Context: an optimization exercise on an open-source flow, tuned for small area. The choices shown serve that exercise and are no tape-out recipe.
In this exercise RTL edits were held to simulation tests only and were not proved equivalent to the original.
Power figures rest on the tool's default switching activity, not on a simulated workload.

**flow/design.v**
```verilog
`timescale 1ns/1ps
module ctrl_s_axi (
    input  wire        ACLK,
    input  wire        ARESET,
    input  wire [5:0]  AWADDR,
    input  wire        AWVALID,
    output wire        AWREADY,
    input  wire [31:0] WDATA,
    input  wire [3:0]  WSTRB,
    input  wire        WVALID,
    output wire        WREADY,
    output wire [1:0]  BRESP,
    output wire        BVALID,
    input  wire        BREADY,
    input  wire [5:0]  ARADDR,
    input  wire        ARVALID,
    output wire        ARREADY,
    output wire [31:0] RDATA,
    output wire [1:0]  RRESP,
    output wire        RVALID,
    input  wire        RREADY,
    output wire        en,
    output wire [2:0]  sel,
    output wire [16:0] size
);
reg aw_rdy, w_rdy, b_vld;
reg [1:0] wsel;
assign AWREADY = aw_rdy;
assign WREADY  = w_rdy;
assign BVALID  = b_vld;
assign BRESP   = 2'b00;
always @(posedge ACLK) begin
    if (ARESET) begin
        aw_rdy <= 1'b0;
        w_rdy  <= 1'b0;
        b_vld  <= 1'b0;
    end else begin
        aw_rdy <= (aw_rdy & ~AWVALID) | (b_vld & BREADY) | (~aw_rdy & ~w_rdy & ~b_vld);
        w_rdy  <= (aw_rdy & AWVALID) | (w_rdy & ~WVALID);
        b_vld  <= (w_rdy & WVALID) | (b_vld & ~BREADY);
    end
end
wire aw_en   = (AWADDR == 6'h10);
wire aw_sel  = (AWADDR == 6'h18);
wire aw_size = (AWADDR == 6'h20);
always @(posedge ACLK) begin
    if (aw_rdy)
        wsel <= {aw_sel | aw_size, aw_en | aw_sel};
end
wire w_hs = w_rdy & WVALID;
reg        int_en;
reg [2:0]  int_sel;
reg [16:0] int_size;
assign en   = int_en;
assign sel  = int_sel;
assign size = int_size;
always @(posedge ACLK) begin
    if (ARESET)
        int_en <= 1'b0;
    else if (w_hs && wsel == 2'b01 && WSTRB[0])
        int_en <= WDATA[0];
end
always @(posedge ACLK) begin
    if (ARESET)
        int_sel <= 3'd0;
    else if (w_hs && wsel == 2'b11 && WSTRB[0])
        int_sel <= WDATA[2:0];
end
always @(posedge ACLK) begin
    if (ARESET)
        int_size <= 17'd0;
    else if (w_hs && wsel == 2'b10) begin
        if (WSTRB[0]) int_size[7:0]  <= WDATA[7:0];
        if (WSTRB[1]) int_size[15:8] <= WDATA[15:8];
        if (WSTRB[2]) int_size[16]   <= WDATA[16];
    end
end
reg ar_rdy, r_vld;
reg [16:0] rdata;
assign ARREADY = ar_rdy;
assign RVALID  = r_vld;
assign RRESP   = 2'b00;
assign RDATA   = {15'd0, rdata};
always @(posedge ACLK) begin
    if (ARESET) begin
        ar_rdy <= 1'b0;
        r_vld  <= 1'b0;
    end else begin
        ar_rdy <= (ar_rdy & ~ARVALID) | (r_vld & RREADY) | (~ar_rdy & ~r_vld);
        r_vld  <= (ar_rdy & ARVALID) | (r_vld & ~RREADY);
    end
end
wire ar_en   = (ARADDR == 6'h10);
wire ar_sel  = (ARADDR == 6'h18);
wire ar_size = (ARADDR == 6'h20);
always @(posedge ACLK) begin
    if (ar_rdy)
        rdata <= ({17{ar_en}}   & {16'd0, int_en})
               | ({17{ar_sel}}  & {14'd0, int_sel})
               | ({17{ar_size}} & int_size);
end
endmodule
`timescale 1 ns / 1 ps
module probe_core (
    input  wire         clk,
    input  wire         rst_n,
    input  wire         en,
    input  wire [2:0]   sel,
    input  wire [16:0]  size,
    output reg  [16:0]  data_num,
    input  wire [255:0] s_tdata,
    input  wire [7:0]   s_tvalid,
    input  wire [31:0]  s_tkeep,
    input  wire [7:0]   s_tready,       
    output reg  [31:0]  probe_axis_tdata,
    output reg          probe_axis_tvalid,
    output reg          probe_axis_tlast,
    output reg  [3:0]   probe_axis_tkeep,
    input  wire         probe_axis_tready
);
wire [7:0] sel_oh = 8'd1 << sel;
wire [7:0] vsel   = sel_oh & s_tvalid;    
wire t_ready = |(sel_oh & s_tready);
wire t_valid = |vsel;
reg [31:0] t_data;
reg [3:0]  t_nkeep;    
integer i;
always @(*) begin
    t_data  = 32'd0;
    t_nkeep = 4'd0;
    for (i = 0; i < 8; i = i + 1) begin
        t_data  = t_data  | ({32{vsel[i]}} & s_tdata[32*i +: 32]);
        t_nkeep = t_nkeep | ({4{vsel[i]}}  & ~s_tkeep[4*i +: 4]);
    end
end
reg en_q;
reg xfer, done;           
reg [9:0]  wait_time;     
reg [16:0] data_cnt;      
wire start = ~xfer & ~done & en & ~en_q;
wire step  = xfer & probe_axis_tready & t_ready;
wire tmo   = &{wait_time[9:5], wait_time[3]};
wire [17:0] cnt_inc = {1'b0, data_cnt} + 18'd1;
wire hit   = (cnt_inc == {1'b0, size});
wire fin   = step & (t_valid ? hit : tmo);
wire last_real = ~wait_time[3];
always @(posedge clk or negedge rst_n) begin
    if (!rst_n)
        en_q <= 1'b0;
    else
        en_q <= en;
end
always @(posedge clk or negedge rst_n) begin
    if (!rst_n) begin
        xfer <= 1'b0;
        done <= 1'b0;
        probe_axis_tvalid <= 1'b0;
        data_num <= 17'd0;
    end else begin
        if (start) begin
            xfer <= 1'b1;
            data_num <= 17'd0;
        end else if (step) begin
            if (fin) begin
                xfer <= 1'b0;
                done <= 1'b1;
            end
            probe_axis_tvalid <= t_valid | tmo;
            if (probe_axis_tvalid)
                data_num <= data_num + 17'd1;
        end else if (done & probe_axis_tready) begin
            done <= 1'b0;
            probe_axis_tvalid <= 1'b0;
            if (last_real)
                data_num <= data_num + 17'd1;
        end
    end
end
always @(posedge clk) begin
    if (start) begin
        wait_time <= 10'd0;
        data_cnt  <= 17'd0;
    end else if (step) begin
        if (t_valid) begin
            wait_time <= 10'd0;
            data_cnt  <= cnt_inc[16:0];
        end else begin
            wait_time <= wait_time + 10'd1;
        end
    end
end
always @(posedge clk) begin
    if (step) begin
        probe_axis_tdata <= t_data;
        probe_axis_tkeep <= ~t_nkeep;
        probe_axis_tlast <= ~t_valid | hit;
    end
end
endmodule
`timescale 1 ns / 1 ps
module dma_probe (ap_clk,ap_rst_n,s_axi_control_AWVALID,s_axi_control_AWREADY,s_axi_control_AWADDR,s_axi_control_WVALID,s_axi_control_WREADY,s_axi_control_WDATA,s_axi_control_WSTRB,s_axi_control_ARVALID,s_axi_control_ARREADY,s_axi_control_ARADDR,s_axi_control_RVALID,s_axi_control_RREADY,s_axi_control_RDATA,s_axi_control_RRESP,s_axi_control_BVALID,s_axi_control_BREADY,s_axi_control_BRESP,data_num,s0_axis_tdata,s0_axis_tvalid,s0_axis_tlast,s0_axis_tkeep,s0_axis_tready,s1_axis_tdata,s1_axis_tvalid,s1_axis_tlast,s1_axis_tkeep,s1_axis_tready,s2_axis_tdata,s2_axis_tvalid,s2_axis_tlast,s2_axis_tkeep,s2_axis_tready,s3_axis_tdata,s3_axis_tvalid,s3_axis_tlast,s3_axis_tkeep,s3_axis_tready,s4_axis_tdata,s4_axis_tvalid,s4_axis_tlast,s4_axis_tkeep,s4_axis_tready,s5_axis_tdata,s5_axis_tvalid,s5_axis_tlast,s5_axis_tkeep,s5_axis_tready,s6_axis_tdata,s6_axis_tvalid,s6_axis_tlast,s6_axis_tkeep,s6_axis_tready,s7_axis_tdata,s7_axis_tvalid,s7_axis_tlast,s7_axis_tkeep,s7_axis_tready,probe_axis_tdata,probe_axis_tvalid,probe_axis_tlast,probe_axis_tkeep,probe_axis_tready,m0_axis_tdata,m0_axis_tvalid,m0_axis_tlast,m0_axis_tkeep,m0_axis_tready,m1_axis_tdata,m1_axis_tvalid,m1_axis_tlast,m1_axis_tkeep,m1_axis_tready,m2_axis_tdata,m2_axis_tvalid,m2_axis_tlast,m2_axis_tkeep,m2_axis_tready,m3_axis_tdata,m3_axis_tvalid,m3_axis_tlast,m3_axis_tkeep,m3_axis_tready,m4_axis_tdata,m4_axis_tvalid,m4_axis_tlast,m4_axis_tkeep,m4_axis_tready,m5_axis_tdata,m5_axis_tvalid,m5_axis_tlast,m5_axis_tkeep,m5_axis_tready,m6_axis_tdata,m6_axis_tvalid,m6_axis_tlast,m6_axis_tkeep,m6_axis_tready,m7_axis_tdata,m7_axis_tvalid,m7_axis_tlast,m7_axis_tkeep,m7_axis_tready);
parameter width=32;
parameter num=8;
parameter timeout=1000;
localparam C_S_AXI_CONTROL_ADDR_WIDTH=6;
localparam C_S_AXI_CONTROL_DATA_WIDTH=32;
localparam C_S_AXI_CONTROL_WSTRB_WIDTH=(32/8);
input ap_clk;
input ap_rst_n;
input s_axi_control_AWVALID;
output s_axi_control_AWREADY;
input [C_S_AXI_CONTROL_ADDR_WIDTH-1:0] s_axi_control_AWADDR;
input s_axi_control_WVALID;
output s_axi_control_WREADY;
input [C_S_AXI_CONTROL_DATA_WIDTH-1:0] s_axi_control_WDATA;
input [C_S_AXI_CONTROL_WSTRB_WIDTH-1:0] s_axi_control_WSTRB;
input s_axi_control_ARVALID;
output s_axi_control_ARREADY;
input [C_S_AXI_CONTROL_ADDR_WIDTH-1:0] s_axi_control_ARADDR;
output s_axi_control_RVALID;
input s_axi_control_RREADY;
output [C_S_AXI_CONTROL_DATA_WIDTH-1:0] s_axi_control_RDATA;
output [1:0] s_axi_control_RRESP;
output s_axi_control_BVALID;
input s_axi_control_BREADY;
output [1:0] s_axi_control_BRESP;
output [16:0] data_num;             
input [width-1:0] s0_axis_tdata;    
input s0_axis_tvalid;
input s0_axis_tlast;
input [width/8-1:0] s0_axis_tkeep;
output s0_axis_tready;
input [width-1:0] s1_axis_tdata;    
input s1_axis_tvalid;
input s1_axis_tlast;
input [width/8-1:0] s1_axis_tkeep;
output s1_axis_tready;
input [width-1:0] s2_axis_tdata;    
input s2_axis_tvalid;
input s2_axis_tlast;
input [width/8-1:0] s2_axis_tkeep;
output s2_axis_tready;
input [width-1:0] s3_axis_tdata;    
input s3_axis_tvalid;
input s3_axis_tlast;
input [width/8-1:0] s3_axis_tkeep;
output s3_axis_tready;
input [width-1:0] s4_axis_tdata;    
input s4_axis_tvalid;
input s4_axis_tlast;
input [width/8-1:0] s4_axis_tkeep;
output s4_axis_tready;
input [width-1:0] s5_axis_tdata;    
input s5_axis_tvalid;
input s5_axis_tlast;
input [width/8-1:0] s5_axis_tkeep;
output s5_axis_tready;
input [width-1:0] s6_axis_tdata;    
input s6_axis_tvalid;
input s6_axis_tlast;
input [width/8-1:0] s6_axis_tkeep;
output s6_axis_tready;
input [width-1:0] s7_axis_tdata;    
input s7_axis_tvalid;
input s7_axis_tlast;
input [width/8-1:0] s7_axis_tkeep;
output s7_axis_tready;
output [width-1:0] probe_axis_tdata;   
output probe_axis_tvalid;
output probe_axis_tlast;
output [width/8-1:0] probe_axis_tkeep;
input probe_axis_tready;
output [width-1:0] m0_axis_tdata;      
output m0_axis_tvalid;
output m0_axis_tlast;
output [width/8-1:0] m0_axis_tkeep;
input m0_axis_tready;
output [width-1:0] m1_axis_tdata;      
output m1_axis_tvalid;
output m1_axis_tlast;
output [width/8-1:0] m1_axis_tkeep;
input m1_axis_tready;
output [width-1:0] m2_axis_tdata;      
output m2_axis_tvalid;
output m2_axis_tlast;
output [width/8-1:0] m2_axis_tkeep;
input m2_axis_tready;
output [width-1:0] m3_axis_tdata;      
output m3_axis_tvalid;
output m3_axis_tlast;
output [width/8-1:0] m3_axis_tkeep;
input m3_axis_tready;
output [width-1:0] m4_axis_tdata;      
output m4_axis_tvalid;
output m4_axis_tlast;
output [width/8-1:0] m4_axis_tkeep;
input m4_axis_tready;
output [width-1:0] m5_axis_tdata;      
output m5_axis_tvalid;
output m5_axis_tlast;
output [width/8-1:0] m5_axis_tkeep;
input m5_axis_tready;
output [width-1:0] m6_axis_tdata;      
output m6_axis_tvalid;
output m6_axis_tlast;
output [width/8-1:0] m6_axis_tkeep;
input m6_axis_tready;
output [width-1:0] m7_axis_tdata;      
output m7_axis_tvalid;
output m7_axis_tlast;
output [width/8-1:0] m7_axis_tkeep;
input m7_axis_tready;
wire [8*width-1:0] s_tdata  = {s7_axis_tdata,s6_axis_tdata,s5_axis_tdata,s4_axis_tdata,s3_axis_tdata,s2_axis_tdata,s1_axis_tdata,s0_axis_tdata};
wire [num-1:0]     s_tvalid = {s7_axis_tvalid,s6_axis_tvalid,s5_axis_tvalid,s4_axis_tvalid,s3_axis_tvalid,s2_axis_tvalid,s1_axis_tvalid,s0_axis_tvalid};
wire [num-1:0]     s_tlast  = {s7_axis_tlast,s6_axis_tlast,s5_axis_tlast,s4_axis_tlast,s3_axis_tlast,s2_axis_tlast,s1_axis_tlast,s0_axis_tlast};
wire [8*width/8-1:0] s_tkeep = {s7_axis_tkeep,s6_axis_tkeep,s5_axis_tkeep,s4_axis_tkeep,s3_axis_tkeep,s2_axis_tkeep,s1_axis_tkeep,s0_axis_tkeep};
wire [num-1:0]     m_tready = {m7_axis_tready,m6_axis_tready,m5_axis_tready,m4_axis_tready,m3_axis_tready,m2_axis_tready,m1_axis_tready,m0_axis_tready};
reg [num-1:0]      s_tready_r;
reg [num-1:0]      m_tvalid_r;
reg [8*width-1:0]  m_tdata_r;
reg [num-1:0]      m_tlast_r;
reg [8*width/8-1:0] m_tkeep_r;
always @(posedge ap_clk or negedge ap_rst_n)
  if (!ap_rst_n) begin
    s_tready_r <= 0;
    m_tvalid_r <= 0;
  end else begin
    s_tready_r <= m_tready;
    m_tvalid_r <= s_tvalid;
  end
always @(posedge ap_clk) begin
  m_tdata_r <= s_tdata;
  m_tlast_r <= s_tlast;
  m_tkeep_r <= s_tkeep;
end
assign {s7_axis_tready,s6_axis_tready,s5_axis_tready,s4_axis_tready,s3_axis_tready,s2_axis_tready,s1_axis_tready,s0_axis_tready} = s_tready_r;
assign {m7_axis_tvalid,m6_axis_tvalid,m5_axis_tvalid,m4_axis_tvalid,m3_axis_tvalid,m2_axis_tvalid,m1_axis_tvalid,m0_axis_tvalid} = m_tvalid_r;
assign {m7_axis_tdata,m6_axis_tdata,m5_axis_tdata,m4_axis_tdata,m3_axis_tdata,m2_axis_tdata,m1_axis_tdata,m0_axis_tdata} = m_tdata_r;
assign {m7_axis_tlast,m6_axis_tlast,m5_axis_tlast,m4_axis_tlast,m3_axis_tlast,m2_axis_tlast,m1_axis_tlast,m0_axis_tlast} = m_tlast_r;
assign {m7_axis_tkeep,m6_axis_tkeep,m5_axis_tkeep,m4_axis_tkeep,m3_axis_tkeep,m2_axis_tkeep,m1_axis_tkeep,m0_axis_tkeep} = m_tkeep_r;
wire en;
wire [2:0] sel;
wire [16:0] size;
ctrl_s_axi U_ctrl_s_axi (
  .ACLK(ap_clk),
  .ARESET(!ap_rst_n),
  .AWADDR(s_axi_control_AWADDR),
  .AWVALID(s_axi_control_AWVALID),
  .AWREADY(s_axi_control_AWREADY),
  .WDATA(s_axi_control_WDATA),
  .WSTRB(s_axi_control_WSTRB),
  .WVALID(s_axi_control_WVALID),
  .WREADY(s_axi_control_WREADY),
  .BRESP(s_axi_control_BRESP),
  .BVALID(s_axi_control_BVALID),
  .BREADY(s_axi_control_BREADY),
  .ARADDR(s_axi_control_ARADDR),
  .ARVALID(s_axi_control_ARVALID),
  .ARREADY(s_axi_control_ARREADY),
  .RDATA(s_axi_control_RDATA),
  .RRESP(s_axi_control_RRESP),
  .RVALID(s_axi_control_RVALID),
  .RREADY(s_axi_control_RREADY),
  .en(en),
  .sel(sel),
  .size(size)
);
probe_core U_core (
  .clk(ap_clk),
  .rst_n(ap_rst_n),
  .en(en),
  .sel(sel),
  .size(size),
  .data_num(data_num),
  .s_tdata(s_tdata),
  .s_tvalid(s_tvalid),
  .s_tkeep(s_tkeep),
  .s_tready(s_tready_r),
  .probe_axis_tdata(probe_axis_tdata),
  .probe_axis_tvalid(probe_axis_tvalid),
  .probe_axis_tlast(probe_axis_tlast),
  .probe_axis_tkeep(probe_axis_tkeep),
  .probe_axis_tready(probe_axis_tready)
);
endmodule
```
**flow/flow/run.sh**
```bash
#!/bin/bash
# Standard ORFS layout (the standard.sh, unchanged synthesis), except that the
# port buffers that global placement inserts on every input and output use the
# smallest buffer, sky130_fd_sc_hd__buf_1, instead of the resizer's default choice.
set -euo pipefail
export BUFFER_PORTS_ARGS="-buffer_cell sky130_fd_sc_hd__buf_1"
bash standard.sh synth > synth.log 2>&1
bash standard.sh finish > layout.log 2>&1
```
**flow/standard.sh**
```bash
#!/bin/bash
# synth_recipe.tcl (not shown) runs the flow's synth.tcl, then flattens the netlist and writes it again
# the make line also repeats each setting of config.mk as NAME=value (left out here)
make -C /OpenROAD-flow-scripts/flow DESIGN_CONFIG=/design/flow/config.mk WORK_HOME=/design/flow/orfs CLKGATE_MAP_FILE= SYNTH_SCRIPT=/design/flow/synth_recipe.tcl "${@:-finish}"
```
**flow/config.mk**
```make
export PLATFORM = sky130hd
export DESIGN_NAME = dma_probe
export DESIGN_NICKNAME = dma_probe
export VERILOG_FILES = /design/flow/design.v
export SDC_FILE = /design/flow/constraint.sdc
export NUM_CORES = 4
export LEC_CHECK = 0
export CAP_MARGIN = 20
export CORE_AREA = 5 5 245 245
export DIE_AREA = 0 0 250 250
export SLEW_MARGIN = 20
```
**flow/constraint.sdc**
```tcl
create_clock -name core_clock -period 5.0 [get_ports {ap_clk}]
set_input_delay 1.0000 -clock core_clock [delete_from_list [all_inputs] [get_ports {ap_clk}]]
set_output_delay 1.0000 -clock core_clock [all_outputs]
set_load 0.01 [all_outputs]
```
==> impl_metrics.py, run 1 <==
metrics = {
    "yosys": {
        "syn_area_per_cell_um2": 12.4,
        "ys_types": 61,
        "synth_top_area_share_pct": 50.5,
        "synth_top_family_by_area": "simple AND/OR/NAND/NOR gates",
        "synth-edff-count": 56,
        "async_flop_share_pct": 8.37,
        "yosys_warnings": 3,
        "synthFlopType": "dfxtp_1",
        "synth-simple-area-share_pct": 12.2,
        "synthMuxAreaShare_pct": 0.823,
        "synth_seq_area_share_pct": 69.4,
        "synthCells": 1114,
        "synth_xor_area_share_pct": 3.17,
        "netlist_area_um2": 13800,
        "ys_top_cells_by_area": "dfxtp_1 (51%), edfxtp_1 (12%), a22oi_1 (6.9%), dfrtp_1 (6.7%), xnor2_1 (2.2%)",
        "synth_top_area_cell": "dfxtp_1",
        "ys_ff_latch": 442,
        "synth_fa_ha_area_share_pct": 0.271,
        "synth_compound_area_share_pct": 11.2,
    },
    "cts": {
        "numClockSinks": 442,
        "htreeDepth": 2,
        "cts_setup_buffers": 0,
        "post_cts_resized": 0,
        "path_clk_slew_ns": 0.06,
        "ctsRootBufferMaster": "clkbuf_16",
        "clockBufferDepth": 3,
        "cts_inserted_buffers": 48,
        "ctsHoldBuffers": 0,
        "cts_tree": "done",
        "clock_latency_ns": 0.58,
    },
    "final_layout": {
        "drive_gt1_share_pct": 6.46,
        "area_delta_synth_final_pct": 39.4,
        "regArea_um2": 9590,
        "num-fill-cells": 5869,
        "nNetsFinal": 2237,
        "multiInputGateArea_um2": 3970,
        "stdcell_area_um2": 19300,
        "final_cells": 2696,
    },
    "setup_path": {
        "crit_fanout": 20,
        "critPathKind": "flop to flop",
        "cp.required_ns": 5.45,
        "crit_path_cell_trace": "or4bb_1 > nand4_1 > nor2_1 > nor2b_1 > nand4_1 > xor2_1 > nor2_1",
        "setup.worst_path.start": "U_ctrl_s_axi.int_sel[0]$_SDFFE_PN0P_",
        "cp_slowest_cell": "dfxtp_1",
        "worstPathArrival_ns": 3.87,
        "cp-end-kind": "flop",
        "r2r_start": "U_ctrl_s_axi.int_sel[0]$_SDFFE_PN0P_",
        "crit_path_max_incr_delay_ns": 1.01,
        "critPathLaunchType": "flop",
        "ff2ff_path_depth": 7,
    },
    "run_status": {
        "status": "timing/DRC/antenna clean",
    },
    "sta": {
        "finalSetupTns_ns": 0,
        "period_share_pct": 68.3,
        "relSlewSlack_pct": 30.1,
        "rsz0062_at_grt": "no",
        "period_needed_ns": 3.42,
        "hold_viol_final": 0,
        "finalClockSkew_ns": 0.0146,
        "worst_slack_ns": 1.58,
        "slew_viol_final": 0,
        "worst_slew_pin_slew_ns": 1.05,
        "fmax_ghz": 0.293,
        "setup_viol": 0,
    },
    "grt": {
        "grt_util_met2_pct": 33.6,
        "top_usage_layer": "met2",
        "grt_usage_pct": 21.6,
        "grt_pass1_vias": 12728,
        "antenna_found_initial": 56,
        "met1_usage_pct": 26.0,
        "grt_util_met3_pct": 10.7,
        "grt_first_pass_wirelength_um": 97500,
        "grt_overflow": 0,
        "grt_max_degree": 42,
    },
    "pwr": {
        "static-leakage-power_uw": 0.00692,
        "irDropWorstVdd_mv": 0.254,
        "power.density_nw_per_um2": 432,
    },
    "floorplanning": {
        "die-area_um2": 62500,
        "die_h_um": 250,
        "rows": 88,
        "start_util_pct": 24.1,
        "io-pin-count": 776,
        "core_area_um2": 57400,
        "die_x_um": 250,
    },
    "job": {
        "cap_violations": 0,
    },
    "placed_design": {
        "gp_congestion": 1.02,
        "pre_cts_ws_ns": 1.58,
        "placed_cell_area_um2": 17500,
        "hpwl_um": 58900,
        "placedCellCount": 2581,
        "numPortBuffers": 740,
    },
    "hold_path": {
        "min_from": "U_ctrl_s_axi.int_en$_SDFFE_PN0P_",
        "hold_depth": 0,
        "worstHoldPathType": "flop to flop",
    },
    "route": {
        "drtIter0Drc": 1114,
        "drt-wirelength-per-cell_um": 26.8,
        "ant_nets": 0,
        "routed_wl_um": 72300,
        "drc": 0,
        "vias_per_cell": 4.75,
        "drt_pre_antenna_iters": 5,
        "vias": 12812,
    },
}
==> Yosys cell counts, drive strengths merged, types with 3 or more instances <==
master / number
inv: 7
a22oi: 128
and4b: 3
nor3b: 3
a31oi: 4
mux2i: 8
nand2b: 9
and3: 6
o21ai: 17
nor4b: 5
and2: 17
nand4b: 3
nor3: 11
o22ai: 16
nand4: 44
xnor2: 34
nand3: 37
and4: 3
or3: 9
buf: 31
nor4bb: 3
a21boi: 21
dfxtp: 349
nor2b: 15
ha: 3
clkbuf: 46
nor4: 15
xor2: 16
nand2: 55
nor2: 59
edfxtp: 56
dfrtp: 37
a21oi: 18
==> per-stage QoR <==
step / total power, uW / util, % / hold WS (ns)
after floorplan: 4160 / - / 0.350
after global placement: 4550 / 30.5 / 0.417
after detailed placement: 4560 / 30.5 / 0.405
after CTS: 8380 / 33.5 / 0.414
after global routing: 8590 / 33.5 / 0.426
final: 8320 / 33.6 / 0.409
==> worst max-delay path, delay by kind of cell, from the launching register on <==
| family | cells | cell delay, ns |
|---|---|---|
| and+or+nand+nor | 6 | 2.09 |
| DFF | 1 | 1.01 |
| xor gates and xnor gates | 1 | 0.18 |
==> where the power goes <==
part / switching [uW] / internal, uW / leakage, uW
registers: 92.0 / 3790 / 0.00393
logic: 415 / 194 / 0.00213
clock network: 1520 / 2320 / 0.000855
==> final timing paths <==
path,to,slack (ns)
max,U_core.data_cnt[9]$_SDFFE_PP0P_,1.58
min,U_core.en_q$_DFF_PN0_,0.41
max reg2reg,U_core.data_cnt[9]$_SDFFE_PP0P_,1.58
min reg2reg,U_core.en_q$_DFF_PN0_,0.41
max in group asynchronous,m_tvalid_r[2]$_DFF_PN0_,3.65
min in group asynchronous,U_core.data_num[16]$_DFFE_PN0P_,0.46
==> placed cells by master (no fill, tap or decap), types with 17 or more instances in the layout <==
cell / netlist / layout
dfxtp_1: 349 / 349
nand2_1: 54 / 54
nand4_1: 43 / 43
clkbuf_16: 0 / 54
a22oi_1: 128 / 128
conb_1: 1 / 19
nor2_1: 59 / 59
edfxtp_1: 56 / 56
nand3_1: 37 / 37
diode_2: 0 / 26
buf_1: 1 / 739
buf_4: 21 / 21
xnor2_1: 34 / 34
a21boi_0: 21 / 21
and2_1: 17 / 17
dfrtp_1: 37 / 37
a21oi_1: 17 / 17
==> per-layer routing <==
metal,routed length (um),share of wire [%],vias up
met5,268,0.37,-
met4,2590,3.6,40
met3,9440,13,179
met2,32300,45,891
met1,27700,38,6157
li1,-,-,5545
==> sequential cells by signal, summed over array words and instances (netlist names), 2 cells and up <==
register / count
m_tkeep_r: 32
U_core.wait_time: 10
U_ctrl_s_axi.wsel: 2
U_core.probe_axis_tdata: 32
U_core.probe_axis_tkeep: 4
U_ctrl_s_axi.rdata: 17
U_ctrl_s_axi.int_size: 17
s_tready_r: 8
m_tvalid_r: 8
U_core.data_cnt: 17
U_core.data_num: 17
U_ctrl_s_axi.int_sel: 3
m_tlast_r: 8
m_tdata_r: 256
==> cells by family after synthesis <==
group | after synthesis
AO/OA/AOI/OAI | 219
XOR/XNOR | 50
adder cells (fa/ha/maj) | 3
buffers and inverters | 84
flip-flops | 442
multiplexers | 10
other | 1
AND/OR/NAND/NOR | 305
==> layout make-up <==
type,count,area share (%)
multi-input combinational,606,20.6
inverter,7,0.136
timing repair buffer,761,15.2
clock inverter,22,1.43
clock buffer,67,7.57
sequential,442,49.8
antenna,26,0.337
tap,765,4.96
==> run 2: changes to the inputs <==
==> flow/run.sh (new file) <==
#!/bin/bash
# synth_recipe.tcl (not shown) runs the flow's synth.tcl, then flattens the netlist and writes it again
# the make line also repeats each setting of config.mk as NAME=value (left out here)
make -C /OpenROAD-flow-scripts/flow DESIGN_CONFIG=/design/flow/config.mk WORK_HOME=/design/flow/orfs CLKGATE_MAP_FILE= SYNTH_SCRIPT=/design/flow/synth_recipe.tcl finish
removed: flow/flow/run.sh
removed: flow/standard.sh
==> impl_metrics.py, run 2 <==
metrics = {
    "run_status": {
        "status": "timing/DRC/antenna clean",
    },
    "route": {
        "drtIter0Drc": 877,
        "drt-wirelength-per-cell_um": 27.5,
        "vias_per_cell": 4.67,
        "drc": 0,
        "drt_pre_antenna_iters": 6,
        "ant_nets": 0,
        "routed_wl_um": 74400,
        "vias": 12601,
    },
    "yosys": {
        "synth_top_area_share_pct": 50.5,
        "yosys_warnings": 3,
        "synthFlopType": "dfxtp_1",
        "ys_ff_latch": 442,
        "ys_top_cells_by_area": "dfxtp_1 (51%), edfxtp_1 (12%), a22oi_1 (6.9%), dfrtp_1 (6.7%), xnor2_1 (2.2%)",
        "netlist_area_um2": 13800,
        "synth_top_area_cell": "dfxtp_1",
        "syn_area_per_cell_um2": 12.4,
        "synthCells": 1114,
        "synth-edff-count": 56,
        "ys_types": 61,
        "synth_most_common_cell": "dfxtp_1",
        "async_flop_share_pct": 8.37,
        "synth_seq_area_share_pct": 69.4,
        "yosys-top-cells-count": "dfxtp_1 (349), a22oi_1 (128), nor2_1 (59)",
    },
    "sta": {
        "setup_viol": 0,
        "rsz0062_at_grt": "no",
        "relSlewSlack_pct": 31.5,
        "hold_viol_final": 0,
        "period_share_pct": 63.4,
        "finalClockSkew_ns": 0.0191,
        "finalSetupTns_ns": 0,
        "holdWs_ns": 0.421,
        "worst_slew_pin_slew_ns": 1.03,
        "period_needed_ns": 3.17,
        "fmax_ghz": 0.316,
        "worst_slack_ns": 1.83,
        "slew_viol_final": 0,
    },
    "pwr": {
        "power.density_nw_per_um2": 359,
        "static-leakage-power_uw": 0.00887,
        "irDropWorstVdd_mv": 0.255,
    },
    "cts": {
        "clock_latency_ns": 0.59,
        "cts_inserted_buffers": 49,
        "ctsHoldBuffers": 0,
        "ctsRootBufferMaster": "clkbuf_16",
        "numClockSinks": 442,
        "clockBufferDepth": 3,
        "cts_tree": "done",
        "post_cts_resized": 0,
        "htreeDepth": 2,
        "path_clk_slew_ns": 0.06,
        "cts_setup_buffers": 0,
    },
    "hold_path": {
        "hold_end": "U_core.en_q$_DFF_PN0_",
        "min_from": "U_ctrl_s_axi.int_en$_SDFFE_PN0P_",
        "worstHoldPathType": "flop to flop",
        "hold_depth": 0,
    },
    "floorplanning": {
        "start_util_pct": 24.1,
        "die_h_um": 250,
        "die-area_um2": 62500,
        "io-pin-count": 776,
        "die_x_um": 250,
        "rows": 88,
        "core_area_um2": 57400,
    },
    "final_layout": {
        "regMostFlops": "m_tdata_r",
        "final_cell_mix": "clkdlybuf4s50_1 (739), dfxtp_1 (349), a22oi_1 (128), nor2_1 (59), edfxtp_1 (56)",
        "drive_gt1_share_pct": 6.19,
        "nNetsFinal": 2236,
        "final_core_util_pct": 41.5,
        "area_delta_synth_final_pct": 72.2,
        "final_common_cell": "clkdlybuf4s50_1",
        "num-fill-cells": 5409,
        "largest_reg_flops": 256,
        "final_cells": 2700,
        "reg_top3": "m_tdata_r: 256 flops, U_core.probe_axis_tdata: 32 flops, m_tkeep_r: 32 flops",
    },
    "setup_path": {
        "worstPathArrival_ns": 3.62,
        "r2r_start": "U_ctrl_s_axi.int_sel[0]$_SDFFE_PN0P_",
        "worst-r2r-setup-slack_ns": 1.83,
        "setup.worst_path.start": "U_ctrl_s_axi.int_sel[0]$_SDFFE_PN0P_",
        "critPathKind": "flop to flop",
        "crit_fanout": 22,
        "cp.required_ns": 5.45,
        "reg2reg_to": "U_core.wait_time[6]$_SDFFE_PP0P_",
        "critPathLaunchType": "flop",
        "ff2ff_path_depth": 7,
        "cp-end-kind": "flop",
    },
    "job": {
        "cap_violations": 0,
    },
    "grt": {
        "grt_pass1_vias": 12622,
        "grt_max_degree": 39,
        "grt_usage_pct": 22.4,
        "grt_first_pass_wirelength_um": 100000,
        "grt_overflow": 0,
        "antenna_found_initial": 53,
    },
    "placed_design": {
        "placedCellCount": 2579,
        "gp_congestion": 0.963,
        "pre_cts_ws_ns": 1.46,
        "hpwl_um": 60300,
        "numPortBuffers": 740,
    },
}
run 2: logic make-up (layout without fill, tap and decap cells):
| logic type | count (synthesis) | after routing | share of synthesized area, % |
|---|---|---|---|
| DFF | 442 | 442 | 69.4 |
| and+or+nand+nor | 305 | 305 | 12.2 |
| AOI/OAI and AO/OA | 219 | 219 | 11.2 |
| buffers and inverters | 84 | 858 | 2.93 |
| xor gates and xnor gates | 50 | 50 | 3.17 |
| muxes | 10 | 10 | 0.823 |
| adders and majority gates | 3 | 3 | 0.271 |
| other | 1 | 48 | 0.0271 |
run 2: layout make-up:
class                      count  area, um2  share of cell area, %
antenna                       29       72.6                  0.305
sequential                   442       9590                   40.3
multi-input combinational    606       3970                   16.7
clock buffer                  74       1450                   6.09
tap                          765        957                   4.02
clock inverter                18        203                  0.851
inverter                       7       26.3                  0.110
timing repair buffer         759       7540                   31.7
run 2: critical path: stages, from the launching register on:
cell and delay [ns]:
dfxtp_1 0.97, mux4_2 0.50, a21oi_4 0.37, buf_4 0.44, o21ai_1 0.13, buf_4 0.20, nand2b_1 0.30, nor2_1 0.10
run 2: routing by layer:
metal	routed length, um	track usage (%)	share of wire, %	up-vias
li1	-	-	-	5552
met1	28700	26.8	39	6088
met2	34000	36.2	46	782
met3	8810	10.1	12	151
met4	2640	7.00	3.5	28
met5	188	0	0.25	-
run 2: where the power goes:
part           total (uW)  switching (uW)  leakage, uW  internal, uW
combinational         988             417      0.00413           571
clock                3690            1520     0.000816          2170
sequential           3870            88.5      0.00393          3790
total                8550            2020      0.00887          6530
run 2: worst max-delay path by stage:
stage                                  endpoint
6_report       U_core.wait_time[6]$_SDFFE_PP0P_
3_5_place_dp   U_core.data_cnt[16]$_SDFFE_PP0P_
4_1_cts        U_core.wait_time[6]$_SDFFE_PP0P_
3_3_place_gp   U_core.data_cnt[14]$_SDFFE_PP0P_
2_1_floorplan  U_core.wait_time[3]$_SDFFE_PP0P_
5_1_grt        U_core.wait_time[6]$_SDFFE_PP0P_
run 2: per-stage QoR:
stage | total power [uW] | area (um2)
detailed placement | 4940 | 22100
global route | 8830 | 23700
floorplan | 4160 | 13900
global placement | 4930 | 22100
finish | 8550 | 23800
CTS | 8640 | 23700
==> run 3: changes to the inputs <==
--- a/flow/design.v
+++ b/flow/design.v
@@ -135,15 +135,15 @@
 end
 reg en_q;
 reg xfer, done;           
-reg [9:0]  wait_time;     
-reg [16:0] data_cnt;      
+reg [9:0]  wait_lfsr;
+wire [9:0] wait_next = {wait_lfsr[8:0], ~(wait_lfsr[9] ^ wait_lfsr[6])};
+wire [16:0] last_num = size - 17'd1 - {16'd0, probe_axis_tvalid};
 wire start = ~xfer & ~done & en & ~en_q;
 wire step  = xfer & probe_axis_tready & t_ready;
-wire tmo   = &{wait_time[9:5], wait_time[3]};
-wire [17:0] cnt_inc = {1'b0, data_cnt} + 18'd1;
-wire hit   = (cnt_inc == {1'b0, size});
+wire tmo   = (wait_lfsr == 10'h164);
+wire hit   = (|size) & (data_num == last_num);
 wire fin   = step & (t_valid ? hit : tmo);
-wire last_real = ~wait_time[3];
+wire last_real = ~wait_lfsr[6];
 always @(posedge clk or negedge rst_n) begin
     if (!rst_n)
         en_q <= 1'b0;
@@ -177,17 +177,10 @@
     end
 end
 always @(posedge clk) begin
-    if (start) begin
-        wait_time <= 10'd0;
-        data_cnt  <= 17'd0;
-    end else if (step) begin
-        if (t_valid) begin
-            wait_time <= 10'd0;
-            data_cnt  <= cnt_inc[16:0];
-        end else begin
-            wait_time <= wait_time + 10'd1;
-        end
-    end
+    if (start | (step & t_valid))
+        wait_lfsr <= 10'd0;
+    else if (step)
+        wait_lfsr <= wait_next;
 end
 always @(posedge clk) begin
     if (step) begin
==> flow/flow/run.sh (new file) <==
#!/bin/bash
set -euo pipefail
export BUFFER_PORTS_ARGS="-buffer_cell sky130_fd_sc_hd__buf_1"
export CTS_ARGS="-sink_clustering_enable -repair_clock_nets -dont_use_dummy_load -sink_clustering_size 20 -sink_clustering_max_diameter 60 -buf_list sky130_fd_sc_hd__clkbuf_8"
bash standard.sh synth > synth.log 2>&1
bash standard.sh finish > layout.log 2>&1
==> flow/standard.sh (new file) <==
#!/bin/bash
# synth_recipe.tcl (not shown) runs the flow's synth.tcl, then flattens the netlist and writes it again
# the make line also repeats each setting of config.mk as NAME=value (left out here)
make -C /OpenROAD-flow-scripts/flow DESIGN_CONFIG=/design/flow/config.mk WORK_HOME=/design/flow/orfs CLKGATE_MAP_FILE= SYNTH_SCRIPT=/design/flow/synth_recipe.tcl "${@:-finish}"
removed: flow/run.sh
==> impl_metrics.py, run 3 <==
metrics = {
    "run_status": {
        "status": "timing/DRC/antenna clean",
    },
    "pwr": {
        "static-leakage-power_uw": 0.00609,
        "clkPwrFrac_pct": 29.3,
        "irDropWorstVdd_mv": 0.216,
        "p_int_uw": 4480,
        "power.density_nw_per_um2": 351,
        "seqPwrFrac_pct": 61.4,
        "swShare_pct": 26.2,
        "power.switching_uw": 1590,
        "p_comb_share_pct": 9.3,
    },
    "floorplanning": {
        "core_area_um2": 57400,
        "rows": 88,
        "die-area_um2": 62500,
        "start_util_pct": 22.9,
        "die_x_um": 250,
        "die_h_um": 250,
        "io-pin-count": 776,
    },
    "yosys": {
        "synth_most_common_cell": "dfxtp_1",
        "synth_seq_area_share_pct": 70.5,
        "synth_fa_ha_area_share_pct": 0.286,
        "async_flop_share_pct": 8.71,
        "synth_xor_area_share_pct": 1.67,
        "synthCells": 1017,
        "ys_types": 57,
        "synth_top_area_cell": "dfxtp_1",
        "synthMuxAreaShare_pct": 1.87,
        "synth-edff-count": 56,
        "ys_top_cells_by_area": "dfxtp_1 (51%), edfxtp_1 (13%), dfrtp_1 (7.1%), a22oi_1 (4.7%), nand3_1 (2.2%)",
        "yosys_warnings": 3,
        "synth-simple-area-share_pct": 9.78,
        "synth_top_area_share_pct": 50.6,
        "ys_ff_latch": 425,
        "synth_compound_area_share_pct": 12.8,
        "synth_top_family_by_area": "compound AO/OA/AOI/OAI gates",
        "syn_area_per_cell_um2": 12.9,
        "yosys-top-cells-count": "dfxtp_1 (332), a22oi_1 (82), nand3_1 (57)",
        "netlist_area_um2": 13100,
        "synthFlopType": "dfxtp_1",
    },
    "cts": {
        "ctsHoldBuffers": 0,
        "post_cts_resized": 0,
        "ctsRootBufferMaster": "clkbuf_8",
        "cts_tree": "done",
        "clock_latency_ns": 0.64,
        "cts_inserted_buffers": 37,
        "htreeDepth": 2,
        "cts_setup_buffers": 0,
        "numClockSinks": 425,
        "clockBufferDepth": 3,
        "path_clk_slew_ns": 0.10,
    },
    "setup_path": {
        "crit_fanout": 48,
        "worstPathArrival_ns": 3.61,
        "critPathKind": "flop to flop",
        "cp.required_ns": 5.49,
        "cp-end-kind": "flop",
        "critPathLaunchType": "flop",
    },
    "placed_design": {
        "hpwl_um": 63200,
        "placed_cell_area_um2": 16700,
        "gp_congestion": 0.987,
        "numPortBuffers": 740,
    },
    "grt": {
        "grt_first_pass_wirelength_um": 99900,
        "met1_usage_pct": 28.5,
        "top_usage_layer": "met2",
        "grt_util_met2_pct": 35.9,
        "grt_usage_pct": 22.8,
        "antenna_found_initial": 69,
        "grt_overflow": 0,
        "grt_pass1_vias": 11815,
        "grt_max_degree": 64,
        "grt_util_met3_pct": 10.3,
    },
    "final_layout": {
        "final_cell_mix": "buf_1 (739), dfxtp_1 (332), a22oi_1 (82), nand3_1 (57), edfxtp_1 (56)",
        "area_delta_synth_final_pct": 31.7,
        "reg_top3": "m_tdata_r: 256 flops, U_core.probe_axis_tdata: 32 flops, m_tkeep_r: 32 flops",
        "drive_gt1_share_pct": 4.28,
        "num-fill-cells": 6116,
        "stdcell_area_um2": 17300,
        "regArea_um2": 9250,
        "nNetsFinal": 2124,
        "final_common_cell": "buf_1",
        "regMostFlops": "m_tdata_r",
        "multiInputGateArea_um2": 3590,
        "largest_reg_flops": 256,
    },
    "sta": {
        "finalSetupTns_ns": 0,
        "worst_slew_pin_slew_ns": 0.922,
        "finalClockSkew_ns": 0.0888,
        "period_needed_ns": 3.12,
        "slew_viol_final": 0,
        "setup_viol": 0,
        "relSlewSlack_pct": 38.2,
        "hold_viol_final": 0,
        "fmax_ghz": 0.320,
        "rsz0062_at_grt": "no",
        "period_share_pct": 62.4,
    },
    "route": {
        "vias": 12074,
        "drtIter0Drc": 869,
        "routed_wl_um": 75600,
        "drc": 0,
        "drt-wirelength-per-cell_um": 29.8,
        "vias_per_cell": 4.76,
        "ant_nets": 0,
        "drt_pre_antenna_iters": 5,
    },
    "hold_path": {
        "worstHoldPathType": "flop to flop",
    },
    "job": {
        "cap_violations": 0,
    },
}
==> run 3: worst paths after layout <==
path                                                           start                              end  slack (ns)  cells after the start
max in group asynchronous                                   ap_rst_n          m_tvalid_r[0]$_DFF_PN0_        3.92                      2
min in group asynchronous                                   ap_rst_n  U_core.data_num[10]$_DFFE_PN0P_        0.53                      2
worst max register to register  U_ctrl_s_axi.int_sel[0]$_SDFFE_PN0P_          U_core.xfer$_DFFE_PN0P_        1.88                      7
worst min register to register      U_ctrl_s_axi.int_en$_SDFFE_PN0P_            U_core.en_q$_DFF_PN0_        0.44                      0
worst min-delay path                U_ctrl_s_axi.int_en$_SDFFE_PN0P_            U_core.en_q$_DFF_PN0_        0.44                      0
worst max-delay path            U_ctrl_s_axi.int_sel[0]$_SDFFE_PN0P_          U_core.xfer$_DFFE_PN0P_        1.88                      7
==> run 3: cells by family after synthesis <==
kind of cell / after synthesis
xor+xnor: 25
buf+inv: 87
compound gates: 222
fa+ha+maj: 3
other cells: 1
simple gates: 230
flops: 425
mux: 24
==> run 3: final cells by class <==
class                   count  area share (%)
flip-flops and latches    425            53.5
multi-input cells         523            20.7
repair buffers            756            16.8
well taps                 765            5.53
clock buffers              37            2.94
diodes                     22           0.318
inverters                  10           0.217
==> run 3: routing by layer <==
metal  wire, um  share of wire (%)  vias up
met2      34000                 45      786
met1      29400                 39     5918
met5        241               0.32        -
li1           -                  -     5172
met4       2150                2.8       38
met3       9830                 13      160
==> run 3: power by group through the flow <==
stage          sequential, uW  clock, uW  combinational (uW)
6_report                 3720       1780                 566
5_1_grt                  3740       1940                 607
4_1_cts                  3720       1830                 572
3_5_place_dp             3800          0                 570
3_3_place_gp             3800          0                 560
2_1_floorplan            3860          0                 111
==> run 3: metrics by stage <==
stage	setup slack (ns)	instances	total power [uW]	hold slack (ns)	utilization, %
floorplan	2.43	1035	3980	0.358	-
global placement	1.76	2479	4360	0.459	29.2
detailed placement	1.71	2479	4370	0.459	29.2
CTS	1.78	2516	6120	0.398	30.1
global route	1.52	2524	6290	0.430	30.1
finish	1.88	2538	6070	0.443	30.2
==> run 3: worst max-delay path, cell delays in order (launching register included) <==
cell and delay, ns:
dfxtp_1 0.93, a22o_1 0.28, a21oi_1 0.12, a21oi_4 0.28, buf_4 0.69, a21boi_0 0.36, o21ai_1 0.13, a21o_1 0.21
==> run 4: changes to the inputs <==
==> flow/flow/run.sh (replaced) <==
#!/bin/bash
set -euo pipefail
export BUFFER_PORTS_ARGS="-buffer_cell sky130_fd_sc_hd__buf_1"
export CTS_ARGS="-sink_clustering_enable -repair_clock_nets -dont_use_dummy_load -sink_clustering_size 28 -sink_clustering_max_diameter 80 -buf_list sky130_fd_sc_hd__clkbuf_16"
bash standard.sh synth > synth.log 2>&1
bash standard.sh finish > layout.log 2>&1
==> impl_metrics.py, run 4 <==
metrics = {
    "cts": {
        "clockBufferDepth": 3,
        "ctsHoldBuffers": 0,
        "numClockSinks": 425,
        "cts_setup_buffers": 0,
        "cts_inserted_buffers": 26,
        "post_cts_resized": 0,
        "clock_latency_ns": 0.60,
        "cts_tree": "done",
        "htreeDepth": 1,
        "ctsRootBufferMaster": "clkbuf_16",
        "path_clk_slew_ns": 0.11,
    },
    "yosys": {
        "synth_top_area_cell": "dfxtp_1",
        "synthCells": 1017,
        "synth_top_area_share_pct": 50.6,
        "syn_area_per_cell_um2": 12.9,
        "yosys_warnings": 3,
        "synth-edff-count": 56,
        "ys_top_cells_by_area": "dfxtp_1 (51%), edfxtp_1 (13%), dfrtp_1 (7.1%), a22oi_1 (4.7%), nand3_1 (2.2%)",
        "synthFlopType": "dfxtp_1",
        "ys_ff_latch": 425,
        "synth_most_common_cell": "dfxtp_1",
        "ys_types": 57,
        "yosys-top-cells-count": "dfxtp_1 (332), a22oi_1 (82), nand3_1 (57)",
        "netlist_area_um2": 13100,
        "synth_seq_area_share_pct": 70.5,
        "async_flop_share_pct": 8.71,
    },
    "grt": {
        "grt_usage_pct": 22.6,
        "grt_pass1_vias": 11754,
        "grt_first_pass_wirelength_um": 99700,
        "antenna_found_initial": 70,
        "grt_max_degree": 64,
        "grt_overflow": 0,
    },
    "setup_path": {
        "cp-end-kind": "flop",
        "crit_fanout": 48,
        "cp_num_buf_inv": 1,
        "crit_path_cell_trace": "a22o_1 > a21oi_1 > a21oi_4 > buf_4 > a21boi_0 > o21ai_1 > a21o_1",
        "worst-r2r-setup-slack_ns": 1.83,
        "cp_top_family": "compound AO/OA/AOI/OAI gates",
        "critPathKind": "flop to flop",
        "critPathLaunchType": "flop",
        "cp_slowest_cell": "dfxtp_1",
        "cp.required_ns": 5.45,
        "worstPathArrival_ns": 3.62,
        "crit_path_max_incr_delay_ns": 0.95,
    },
    "floorplanning": {
        "start_util_pct": 22.9,
        "die-area_um2": 62500,
        "die_x_um": 250,
        "core_area_um2": 57400,
        "io-pin-count": 776,
        "rows": 88,
        "die_h_um": 250,
    },
    "route": {
        "met2_length_um": 34200,
        "met1Wirelength_um": 29200,
        "top_layer": "met5",
        "ant_nets": 0,
        "vias": 11989,
        "drt-wirelength-per-cell_um": 30.0,
        "drc": 0,
        "routed_wl_um": 75800,
        "drt_pre_antenna_iters": 5,
        "vias_per_cell": 4.75,
        "wl_met3_um": 9980,
        "drtIter0Drc": 804,
    },
    "sta": {
        "setup_viol": 0,
        "relSlewSlack_pct": 37.6,
        "worst_slew_pin_slew_ns": 0.935,
        "finalClockSkew_ns": 0.0732,
        "period_share_pct": 63.4,
        "slew_viol_final": 0,
        "rsz0062_at_grt": "no",
        "period_needed_ns": 3.17,
        "fmax_ghz": 0.315,
        "finalSetupTns_ns": 0,
        "hold_viol_final": 0,
    },
    "job": {
        "cap_violations": 0,
    },
    "placed_design": {
        "numPortBuffers": 740,
        "hpwl_um": 63200,
        "gp_congestion": 0.987,
        "placedCellCount": 2479,
    },
    "pwr": {
        "p_comb_share_pct": 8.9,
        "irDropWorstVdd_mv": 0.271,
        "swShare_pct": 25.4,
        "power.density_nw_per_um2": 364,
        "static-leakage-power_uw": 0.00615,
        "clkPwrFrac_pct": 32.5,
        "seqPwrFrac_pct": 58.6,
        "p_int_uw": 4740,
        "power.switching_uw": 1620,
    },
    "final_layout": {
        "final_cell_mix": "buf_1 (739), dfxtp_1 (332), a22oi_1 (82), nand3_1 (57), edfxtp_1 (56)",
        "reg_top3": "m_tdata_r: 256 flops, U_core.probe_axis_tdata: 32 flops, m_tkeep_r: 32 flops",
        "drive_gt1_share_pct": 3.68,
        "area_delta_synth_final_pct": 32.8,
        "largest_reg_flops": 256,
        "final_common_cell": "buf_1",
        "final_cells": 2525,
        "nNetsFinal": 2113,
        "regMostFlops": "m_tdata_r",
    },
    "run_status": {
        "status": "timing/DRC/antenna clean",
    },
    "hold_path": {
        "worstHoldPathType": "input port to flop",
    },
}
run 4: cell counts after synthesis:
Identical to the previous run, type by type.
run 4: area by class of cell:
class / instances / area (um2)
clock buffers: 26 / 651
repair buffers: 756 / 2900
fillers: 6094 / 39900
inverters: 10 / 37.5
well taps: 765 / 957
flip-flops and latches: 425 / 9250
multi-input cells: 523 / 3590
diodes: 20 / 50.0
run 4: through the flow:
step	worst slack, ns	instance area (um2)	total power, uW	hold WS (ns)	util (%)
3_3_place_gp	1.76	16700	4360	0.459	29.2
2_1_floorplan	2.43	13200	3980	0.358	-
6_report	1.83	17400	6350	0.483	30.4
5_1_grt	1.54	17400	6570	0.446	30.3
4_1_cts	1.72	17400	6410	0.436	30.3
3_5_place_dp	1.71	16700	4370	0.459	29.2
run 4: final timing paths:
check | cells past startpoint | from | end
hold / removal | 1 | m7_axis_tready | s_tready_r[7]$_DFF_PN0_
setup / recovery | 7 | U_ctrl_s_axi.int_sel[0]$_SDFFE_PN0P_ | U_core.xfer$_DFFE_PN0P_
hold reg to reg | 0 | U_ctrl_s_axi.int_en$_SDFFE_PN0P_ | U_core.en_q$_DFF_PN0_
min in group asynchronous | 2 | ap_rst_n | s_tready_r[7]$_DFF_PN0_
setup reg to reg | 7 | U_ctrl_s_axi.int_sel[0]$_SDFFE_PN0P_ | U_core.xfer$_DFFE_PN0P_
max in group asynchronous | 2 | ap_rst_n | s_tready_r[0]$_DFF_PN0_
run 4: cell families (layout without fill, tap and decap cells):
family	count (synthesis)	in the layout	synth area share [%]
adder cells (fa/ha/maj)	3	3	0.286
multiplexers	24	24	1.87
buffers and inverters	87	792	3.11
AO/OA/AOI/OAI	222	222	12.8
other	1	39	0.0286
flip-flops	425	425	70.5
AND/OR/NAND/NOR	230	230	9.78
XOR/XNOR	25	25	1.67
run 4: power by group through the flow:
stage / Sequential, uW / Clock (uW) / Combinational, uW
after global routing: 3740 / 2230 / 607
after CTS: 3720 / 2120 / 572
final: 3720 / 2060 / 566
after detailed placement: 3800 / 0 / 570
after global placement: 3800 / 0 / 560
after floorplan: 3860 / 0 / 111
run 4: per-layer routing:
| layer | GRT usage [%] | vias to the layer above |
|---|---|---|
| met5 | 0 | - |
| met4 | 5.85 | 44 |
| met3 | 10.3 | 155 |
| met2 | 35.8 | 747 |
| met1 | 28.3 | 5882 |
| li1 | - | 5161 |
==> run 5: changes to the inputs <==
==> flow/flow/run.sh (replaced) <==
#!/bin/bash
# Standard ORFS layout (the standard.sh, unchanged synthesis), except that the
# port buffers that global placement inserts on every input and output use the
# smallest buffer, sky130_fd_sc_hd__buf_1, instead of the resizer's default choice.
set -euo pipefail
export BUFFER_PORTS_ARGS="-buffer_cell sky130_fd_sc_hd__buf_1"
bash standard.sh synth > synth.log 2>&1
bash standard.sh finish > layout.log 2>&1
==> impl_metrics.py, run 5 <==
metrics = {
    "yosys": {
        "synth_top_area_cell": "dfxtp_1",
        "synth_seq_area_share_pct": 70.5,
        "ys_top_cells_by_area": "dfxtp_1 (51%), edfxtp_1 (13%), dfrtp_1 (7.1%), a22oi_1 (4.7%), nand3_1 (2.2%)",
        "synth_most_common_cell": "dfxtp_1",
        "ys_types": 57,
        "syn_area_per_cell_um2": 12.9,
        "synth_top_area_share_pct": 50.6,
        "async_flop_share_pct": 8.71,
        "yosys_warnings": 3,
        "synthCells": 1017,
        "synthFlopType": "dfxtp_1",
        "ys_ff_latch": 425,
        "netlist_area_um2": 13100,
        "synth-edff-count": 56,
        "yosys-top-cells-count": "dfxtp_1 (332), a22oi_1 (82), nand3_1 (57)",
    },
    "route": {
        "vias_per_cell": 4.71,
        "vias": 12204,
        "ant_nets": 0,
        "routed_wl_um": 76200,
        "top_layer": "met5",
        "met1Wirelength_um": 29200,
        "drc": 0,
        "wl_met3_um": 10500,
        "drt-wirelength-per-cell_um": 29.4,
        "drtIter0Drc": 915,
        "drt_pre_antenna_iters": 7,
        "met2_length_um": 34000,
    },
    "placed_design": {
        "gp_congestion": 0.987,
        "hpwl_um": 63200,
        "numPortBuffers": 740,
        "placed_cell_area_um2": 16700,
    },
    "setup_path": {
        "cp.required_ns": 5.46,
        "cp_slowest_cell": "dfxtp_1",
        "cp-end-kind": "flop",
        "crit_path_cell_trace": "nor3b_2 > a21oi_1 > a21oi_4 > buf_4 > a21boi_0 > o21ai_1 > a21o_1",
        "critPathLaunchType": "flop",
        "worstPathArrival_ns": 3.57,
        "crit_path_max_incr_delay_ns": 0.92,
        "crit_fanout": 48,
        "critPathKind": "flop to flop",
    },
    "final_layout": {
        "largest_reg_flops": 256,
        "reg_top3": "m_tdata_r: 256 flops, U_core.probe_axis_tdata: 32 flops, m_tkeep_r: 32 flops",
        "area_delta_synth_final_pct": 40.1,
        "final_core_util_pct": 32.1,
        "nNetsFinal": 2134,
        "drive_gt1_share_pct": 6.44,
        "regMostFlops": "m_tdata_r",
        "stdcell_area_um2": 18400,
        "final_common_cell": "buf_1",
        "final_cell_mix": "buf_1 (739), dfxtp_1 (332), a22oi_1 (82), nand3_1 (57), edfxtp_1 (56)",
    },
    "sta": {
        "rsz0062_at_grt": "no",
        "finalSetupTns_ns": 0,
        "worst_slew_pin_slew_ns": 0.965,
        "setup_viol": 0,
        "fmax_ghz": 0.321,
        "period_share_pct": 62.3,
        "slew_viol_final": 0,
        "hold_viol_final": 0,
        "relSlewSlack_pct": 35.5,
        "period_needed_ns": 3.12,
        "finalClockSkew_ns": 0.0263,
    },
    "cts": {
        "path_clk_slew_ns": 0.06,
        "ctsHoldBuffers": 0,
        "clock_latency_ns": 0.58,
        "clockBufferDepth": 3,
        "cts_inserted_buffers": 47,
        "post_cts_resized": 0,
        "numClockSinks": 425,
        "ctsRootBufferMaster": "clkbuf_16",
        "cts_setup_buffers": 0,
        "cts_tree": "done",
        "htreeDepth": 2,
    },
    "grt": {
        "antenna_found_initial": 71,
        "grt_overflow": 0,
        "grt_usage_pct": 22.9,
        "grt_pass1_vias": 11956,
        "grt_max_degree": 64,
        "grt_first_pass_wirelength_um": 101000,
    },
    "floorplanning": {
        "die_x_um": 250,
        "die-area_um2": 62500,
        "core_area_um2": 57400,
        "rows": 88,
        "die_h_um": 250,
        "io-pin-count": 776,
        "start_util_pct": 22.9,
    },
    "pwr": {
        "power.density_nw_per_um2": 428,
        "static-leakage-power_uw": 0.00661,
        "irDropWorstVdd_mv": 0.230,
    },
    "run_status": {
        "status": "timing/DRC/antenna clean",
    },
    "hold_path": {
        "worstHoldPathType": "flop to flop",
    },
    "job": {
        "cap_violations": 0,
    },
}
run 5: logic make-up after synthesis:
group                      synth area share (%)
adders and majority gates                 0.286
xor gates and xnor gates                   1.67
DFF                                        70.5
buffers and inverters                      3.11
and+or+nand+nor                            9.78
AOI/OAI and AO/OA                          12.8
other                                    0.0286
muxes                                      1.87
run 5: final cells by class:
cell class	instances	area, um2
fillers	6028	39000
repair buffers	756	2900
clock buffers	65	1390
clock inverters	22	214
well taps	765	957
diodes	23	57.6
inverters	10	37.5
flip-flops and latches	425	9250
multi-input cells	523	3590
run 5: metrics by stage:
stage	instances	power [uW]	hold slack, ns	setup WS, ns
finish	2589	7870	0.457	1.88
global route	2575	8120	0.487	1.54
CTS	2566	7930	0.465	1.77
detailed placement	2479	4370	0.459	1.71
global placement	2479	4360	0.459	1.76
floorplan	1035	3980	0.358	2.43
run 5: critical path, delay by kind of cell (launching register included):
| kind | cells | cell delay [ns] |
|---|---|---|
| AOI/OAI and AO/OA | 5 | 1.09 |
| DFF | 1 | 0.92 |
| buffers and inverters | 1 | 0.68 |
| and+or+nand+nor | 1 | 0.30 |
run 5: layer usage:
metal | vias up | track usage [%]
met1 | 5969 | 28.4
met4 | 44 | 6.47
met5 | - | 0
met2 | 777 | 35.7
li1 | 5251 | -
met3 | 163 | 11.0
run 5: where the power goes:
group | internal, uW | total, uW | switching [uW]
clock | 2110 | 3570 | 1460
sequential | 3640 | 3730 | 85.6
combinational | 178 | 566 | 388
run 5: worst paths after layout:
kind / start / depth (start not counted) / to / slack (ns)
max: U_ctrl_s_axi.int_sel[0]$_SDFFE_PN0P_ / 7 / U_core.xfer$_DFFE_PN0P_ / 1.88
min: U_ctrl_s_axi.int_en$_SDFFE_PN0P_ / 0 / U_core.en_q$_DFF_PN0_ / 0.46
max reg2reg: U_ctrl_s_axi.int_sel[0]$_SDFFE_PN0P_ / 7 / U_core.xfer$_DFFE_PN0P_ / 1.88
min reg2reg: U_ctrl_s_axi.int_en$_SDFFE_PN0P_ / 0 / U_core.en_q$_DFF_PN0_ / 0.46
max in group asynchronous: ap_rst_n / 2 / s_tready_r[0]$_DFF_PN0_ / 3.92
min in group asynchronous: ap_rst_n / 2 / m_tvalid_r[4]$_DFF_PN0_ / 0.56
==> run 6: changes to the inputs <==
==> flow/flow/run.sh (replaced) <==
#!/bin/bash
set -euo pipefail
export BUFFER_PORTS_ARGS="-buffer_cell sky130_fd_sc_hd__buf_1"
export CTS_ARGS="-sink_clustering_enable -repair_clock_nets -dont_use_dummy_load -sink_clustering_size 16 -sink_clustering_max_diameter 50 -buf_list sky130_fd_sc_hd__clkbuf_8"
bash standard.sh synth > synth.log 2>&1
bash standard.sh finish > layout.log 2>&1
==> impl_metrics.py, run 6 <==
metrics = {
    "pwr": {
        "power.density_nw_per_um2": 359,
        "swShare_pct": 25.9,
        "clkPwrFrac_pct": 31.4,
        "irDropWorstVdd_mv": 0.189,
        "p_comb_share_pct": 9.1,
        "power.switching_uw": 1620,
        "static-leakage-power_uw": 0.00616,
        "seqPwrFrac_pct": 59.5,
        "p_int_uw": 4630,
    },
    "sta": {
        "relSlewSlack_pct": 38.2,
        "period_share_pct": 62.5,
        "fmax_ghz": 0.320,
        "period_needed_ns": 3.12,
        "finalSetupTns_ns": 0,
        "finalClockSkew_ns": 0.0836,
        "rsz0062_at_grt": "no",
        "hold_viol_final": 0,
        "worst_slew_pin_slew_ns": 0.923,
        "slew_viol_final": 0,
        "setup_viol": 0,
    },
    "yosys": {
        "syn_area_per_cell_um2": 12.9,
        "yosys-top-cells-count": "dfxtp_1 (332), a22oi_1 (82), nand3_1 (57)",
        "synthCells": 1017,
        "netlist_area_um2": 13100,
        "synth_top_area_share_pct": 50.6,
        "synth_seq_area_share_pct": 70.5,
        "ys_top_cells_by_area": "dfxtp_1 (51%), edfxtp_1 (13%), dfrtp_1 (7.1%), a22oi_1 (4.7%), nand3_1 (2.2%)",
        "synth_top_area_cell": "dfxtp_1",
        "async_flop_share_pct": 8.71,
        "ys_types": 57,
        "synth_most_common_cell": "dfxtp_1",
        "yosys_warnings": 3,
        "synth-edff-count": 56,
        "synthFlopType": "dfxtp_1",
        "ys_ff_latch": 425,
    },
    "route": {
        "routed_wl_um": 75600,
        "vias": 12096,
        "ant_nets": 0,
        "drt-wirelength-per-cell_um": 29.7,
        "drt_pre_antenna_iters": 5,
        "drtIter0Drc": 803,
        "drc": 0,
        "vias_per_cell": 4.75,
    },
    "cts": {
        "cts_tree": "done",
        "cts_inserted_buffers": 46,
        "cts_setup_buffers": 0,
        "ctsRootBufferMaster": "clkbuf_8",
        "path_clk_slew_ns": 0.07,
        "clockBufferDepth": 3,
        "ctsHoldBuffers": 0,
        "post_cts_resized": 0,
        "clock_latency_ns": 0.64,
        "htreeDepth": 2,
        "numClockSinks": 425,
    },
    "final_layout": {
        "stdcell_area_um2": 17400,
        "regArea_um2": 9250,
        "regMostFlops": "m_tdata_r",
        "final_core_util_pct": 30.4,
        "num-fill-cells": 6107,
        "reg_top3": "m_tdata_r: 256 flops, U_core.probe_axis_tdata: 32 flops, m_tkeep_r: 32 flops",
        "final_cell_mix": "buf_1 (739), dfxtp_1 (332), a22oi_1 (82), nand3_1 (57), edfxtp_1 (56)",
        "multiInputGateArea_um2": 3590,
        "area_delta_synth_final_pct": 32.7,
        "drive_gt1_share_pct": 4.77,
        "final_common_cell": "buf_1",
        "largest_reg_flops": 256,
        "nNetsFinal": 2133,
    },
    "grt": {
        "antenna_found_initial": 69,
        "grt_usage_pct": 22.8,
        "grt_overflow": 0,
        "grt_max_degree": 64,
        "grt_pass1_vias": 11864,
        "grt_first_pass_wirelength_um": 100000,
    },
    "placed_design": {
        "hpwl_um": 63200,
        "placed_cell_area_um2": 16700,
        "numPortBuffers": 740,
        "gp_congestion": 0.987,
    },
    "hold_path": {
        "worstHoldPathType": "flop to flop",
        "min_from": "U_ctrl_s_axi.int_en$_SDFFE_PN0P_",
        "hold_end": "U_core.en_q$_DFF_PN0_",
        "hold_depth": 0,
    },
    "setup_path": {
        "worstPathArrival_ns": 3.63,
        "critPathLaunchType": "flop",
        "worst-r2r-setup-slack_ns": 1.88,
        "ff2ff_path_depth": 7,
        "reg2reg_to": "U_core.xfer$_DFFE_PN0P_",
        "cp-end-kind": "flop",
        "cp.required_ns": 5.51,
        "crit_fanout": 48,
        "critPathKind": "flop to flop",
        "r2r_start": "U_ctrl_s_axi.int_sel[0]$_SDFFE_PN0P_",
    },
    "run_status": {
        "status": "timing/DRC/antenna clean",
    },
    "floorplanning": {
        "die_h_um": 250,
        "start_util_pct": 22.9,
        "io-pin-count": 776,
        "core_area_um2": 57400,
        "rows": 88,
        "die-area_um2": 62500,
        "die_x_um": 250,
    },
    "job": {
        "cap_violations": 0,
    },
}
-- run 6: layout make-up --
cell class | instances | share of cell area (%)
sequential | 425 | 53.1
tap | 765 | 5.49
multi-input combinational | 523 | 20.6
timing repair buffer | 756 | 16.6
inverter | 10 | 0.215
clock buffer | 46 | 3.63
antenna | 21 | 0.302
-- run 6: worst max-delay path: stages, from the launching register on --
cell and delay, ns:
dfxtp_1 0.93, a22o_1 0.28, a21oi_1 0.12, a21oi_4 0.28
buf_4 0.70, a21boi_0 0.38, o21ai_1 0.14, a21o_1 0.21
-- run 6: cell families (layout without fill, tap and decap cells) --
kind of cell | count (synthesis) | after routing | synth area share (%)
xor+xnor | 25 | 25 | 1.67
flops | 425 | 425 | 70.5
fa+ha+maj | 3 | 3 | 0.286
buf+inv | 87 | 812 | 3.11
compound gates | 222 | 222 | 12.8
other cells | 1 | 40 | 0.0286
mux | 24 | 24 | 1.87
simple gates | 230 | 230 | 9.78
-- run 6: worst max-delay path by stage --
stage                                         start                          endpoint
3_3_place_gp                         s0_axis_tvalid  U_core.wait_lfsr[1]$_SDFFE_PP0P_
3_5_place_dp                         s0_axis_tvalid  U_core.wait_lfsr[4]$_SDFFE_PP0P_
2_1_floorplan               s_axi_control_ARADDR[1]   U_ctrl_s_axi.rdata[8]$_DFFE_PP_
5_1_grt        U_core.probe_axis_tvalid$_DFFE_PN0P_           U_core.xfer$_DFFE_PN0P_
6_report       U_ctrl_s_axi.int_sel[0]$_SDFFE_PN0P_           U_core.xfer$_DFFE_PN0P_
4_1_cts        U_ctrl_s_axi.int_sel[0]$_SDFFE_PN0P_           U_core.xfer$_DFFE_PN0P_
-- run 6: metal layers --
layer	vias to the layer above	wire (um)	global-route usage, %
li1	5195	-	-
met1	5895	29100	28.2
met2	798	33800	35.8
met3	166	10100	10.8
met4	42	2360	6.22
met5	-	272	0
-- run 6: metrics by stage --
| step | std cells | power [uW] | setup slack (ns) | hold slack, ns |
|---|---|---|---|---|
| 2_1_floorplan | 1035 | 3980 | 2.43 | 0.358 |
| 3_3_place_gp | 2479 | 4360 | 1.76 | 0.459 |
| 3_5_place_dp | 2479 | 4370 | 1.71 | 0.459 |
| 4_1_cts | 2525 | 6320 | 1.81 | 0.394 |
| 5_1_grt | 2534 | 6490 | 1.52 | 0.410 |
| 6_report | 2546 | 6250 | 1.88 | 0.419 |
-- run 6: power groups by stage --
stage	Combinational, uW	Sequential, uW	Clock, uW
5_1_grt	607	3740	2150
4_1_cts	572	3720	2020
6_report	567	3720	1960
3_3_place_gp	560	3800	0
2_1_floorplan	111	3860	0
3_5_place_dp	570	3800	0

[re-timing with driven ports]
No port has a modelled driver above. Below, the same layouts with a new extraction and two added sets of constraints. Step 1 (the two cells are an assumption about what drives the block):
set clk [get_ports {ap_clk}]
set_driving_cell -lib_cell sky130_fd_sc_hd__clkbuf_16 $clk
set_driving_cell -lib_cell sky130_fd_sc_hd__buf_2 [delete_from_list [all_inputs] $clk]
Step 2 times the ports against the registers' clock, not the clock port: input delays grow and output delays shrink by t, the midpoint of the rising clock arrivals with the driver on. a / b / c = ideal / step 1 / step 2; a / b = the first two.
run	t (ns)	setup WS [ns]	worst setup path after step 2	pins driven straight from the clock port
run 1	0.619	1.584 / 1.584 / 1.398	input to register	1
run 2	0.629	1.832 / 1.798 / 1.403	input to register	1
run 3	0.634	1.879 / 1.879 / 1.831	input to register	1
run 4	0.624	1.828 / 1.828 / 1.812	input to register	1
run 5	0.623	1.882 / 1.882 / 1.750	input to register	1
run 6	0.645	1.875 / 1.875 / 1.816	input to register	1
After both steps setup and hold are still met in every run listed. For run 2, which loses most, drivers alone change the setup slack by -0.034 ns; drivers and shift together by -0.429 ns.
